What follows belongs to an exercise in optimizing a design on an open flow for small area; a production flow would make more cautious choices.
Only simulation tests tie the RTL to the original design; equivalence was not proved.
Power is estimated from default activity; no workload was simulated.

// BASYS3
module BASYS3(CLK,rst,OCP,IPS,IR,COLOR,SQUARE, RESET, ENCOL,ENPWM, CTRLF, CTRLR, CLICK_LEFT, CLICK_RIGHT,
    RED,GRN,BLU,S0,S1,S2,S3, LED, PWMA,PWMB,PWMSERVO, DIR1,DIR2,DIR3,DIR4, RELAY, ENABLE,seg,
    REG_LEDS);
For scale: about 150 flip-flops, ~9400 sq um of cells after synthesis.
clock: 10.0 ns
lec_check: 0
cap_margin: 20
core_margin: 2
core_utilization: 40
slew_margin: 20
run.sh (not shown) runs the stock make flow with config.mk's settings and CLKGATE_MAP_FILE= SYNTH_SCRIPT=/design/flow/synth_recipe.tcl, a recipe that flattens the netlist after the stock synthesis.
Rerun with:
- ABC_AREA: default -> 1
- clock power came out lower by about 2%
- routed wire length is higher by 5.1%
- via count rises by 9.8%
- global-route usage goes up by 0.97 points
- synthesized cell count climbs by 18%
- die area rises by 1.7%
- core utilization grows by 0.48 points
- sequential share of layout area decreases by 0.54 points

---

== job 101 ==
BASYS3, a different RTL version from the one above (not shown whole).
Size in the first run: ~150 flip-flops.
// BASYS3
module BASYS3(CLK,rst,OCP,IPS,IR,COLOR,SQUARE, RESET, ENCOL,ENPWM, CTRLF, CTRLR, CLICK_LEFT, CLICK_RIGHT,
    RED,GRN,BLU,S0,S1,S2,S3, LED, PWMA,PWMB,PWMSERVO, DIR1,DIR2,DIR3,DIR4, RELAY, ENABLE,seg,
    REG_LEDS);
Settings: LEC_CHECK=0, CAP_MARGIN=20, CORE_MARGIN=2, CORE_UTILIZATION=40, SLEW_MARGIN=20; clock period 10.0 ns.
standard.sh (not shown) runs the stock make flow with config.mk's settings and CLKGATE_MAP_FILE= SYNTH_SCRIPT=/design/flow/synth_recipe.tcl, a recipe that flattens the netlist after the stock synthesis.
==> flow/flow/run.sh <==
#!/bin/bash
# The standard ORFS layout with area-saving changes:
#  - synthesis mapped for area (flow/synth_area.tcl, flow/area.abc),
#  - minimum-size port buffers,
#  - CTS with clkbuf_4 buffers in small clusters and no dummy loads.
# Each step's full output goes to its own log file here and under orfs/logs.
set -euo pipefail
cd "$(dirname "$0")/.."
W=$PWD
export AREA_ABC_SCRIPT=$W/flow/area.abc
bash standard.sh synth SYNTH_SCRIPT=$W/flow/synth_area.tcl > $W/flow_synth.log 2>&1
bash standard.sh finish \
  BUFFER_PORTS_ARGS="-buffer_cell sky130_fd_sc_hd__buf_1" \
  CTS_ARGS="-sink_clustering_enable -repair_clock_nets -dont_use_dummy_load -buf_list sky130_fd_sc_hd__clkbuf_4 -sink_clustering_size 8 -sink_clustering_max_diameter 25"
==> flow/flow/area.abc <==
strash; &get -n; &fraig -x; &put; scorr; dc2; strash; &get -n; &deepsyn -J 100 -T 600; &synch2; &nf -R 1000; &put; strash; &get -n; &dch -f; &nf -R 1000; &put; strash; &get -n; &dch -f; &nf -R 1000; &put; strash; &get -n; &dch -f; &nf -R 1000; &put; strash; &get -n; &dch -f; &nf -R 1000; &put;
==> flow/flow/synth_area.tcl <==
# The standard synthesis (synth_recipe.tcl), mapped for area: full adders are
# not extracted into ha/fa cells and ABC maps with flow/area.abc instead of the
# delay-driven speed script. Registers are mapped exactly as in the standard run.
proc synth {args} { yosys synth -nofsm -noshare {*}$args }
proc extract_fa {args} { puts "extract_fa skipped" }
proc abc {args} {
  set keep {}
  set skip 0
  foreach a $args {
    if {$skip} { set skip 0; continue }
    if {$a eq "-script" || $a eq "-constr" || $a eq "-D"} { set skip 1; continue }
    lappend keep $a
  }
  yosys abc -script $::env(AREA_ABC_SCRIPT) {*}$keep
}
source $::env(SCRIPTS_DIR)/synth.tcl
# left out here: clear keep_hierarchy, flatten, clean up, hide names made inside functions, write 1_2_yosys.v
Job 101: PASS, flow complete, no timing, DRC or antenna violations
> inputs changed (job 101 -> job 102)
diff --git a/flow/flow/run.sh b/flow/flow/run.sh
--- a/flow/flow/run.sh
+++ b/flow/flow/run.sh
@@ -5 +5 @@
-#  - CTS with clkbuf_4 buffers in small clusters and no dummy loads.
+#  - CTS with clkbuf_4/clkbuf_8 buffers and no dummy loads.
@@ -14 +14 @@
-  CTS_ARGS="-sink_clustering_enable -repair_clock_nets -dont_use_dummy_load -buf_list sky130_fd_sc_hd__clkbuf_4 -sink_clustering_size 8 -sink_clustering_max_diameter 25"
+  CTS_ARGS="-sink_clustering_enable -repair_clock_nets -dont_use_dummy_load -buf_list {sky130_fd_sc_hd__clkbuf_4 sky130_fd_sc_hd__clkbuf_8} -sink_clustering_size 20"
### Flow results
- Row detailed route wirelength on metal3: job 102 lower / job 101 higher
- Sort job 101 and job 102 by setup slack after layout, ascending, and job 102 comes first.
- Between job 101 and job 102, per-cell routed wire length is higher for job 102, job 101 comes in under that.
- Changes observed in job 102 relative to job 101: leakage dissipation went up by 0.000044 uW; overall power after layout went up by 82 uW; number of vias per cell was more or less identical.
- Fraction of the cycle the final worst path needs (higher): job 102
- As far as total via count in the routed design is concerned, job 101 and job 102 perform about the same.
- When the final numbers for job 101 and job 102 were put side by side, the aggregate routed wire length turned out to be smaller in job 101.
- The core of job 102 is more densely filled than that of job 101.
- Design area delta (job 102 − job 101): unfavourable

## what the ideal ports hide
The results above use ideal ports. As a check the final layouts listed here were re-extracted and re-timed, cells and wires unchanged. Step 1 assumes that a clkbuf_16 drives the clock port and a buf_2 every other input. Step 2 adds t to the input delays and takes it off the output delays; t is the mean of the earliest and latest rising clock arrival at the registers after step 1. Input paths then give back, and output paths get back, about the clock's delay inside the block. a / b / c = ideal / step 1 / step 2; a / b = the first two.
run	t, ns	setup WS [ns]	worst setup path at the end	slew at the worst register clock pin (ns)	worst slew at a driven data input, ns
the first run of note 1	0.466	4.703 / 4.671 / 4.371	input to register	0.06 / 0.07	0.03
the second run of note 1	0.471	4.370 / 4.390 / 3.919	input to register	0.08 / 0.08	0.03
job 101	0.534	4.652 / 4.659 / 4.125	input to register	0.12 / 0.12	0.03
job 102	0.458	4.564 / 4.572 / 4.114	input to register	0.08 / 0.08	0.03
After both steps setup and hold are still met in every run listed. For job 101, which loses most, drivers alone change the setup slack by +0.007 ns; drivers and shift together by -0.527 ns.
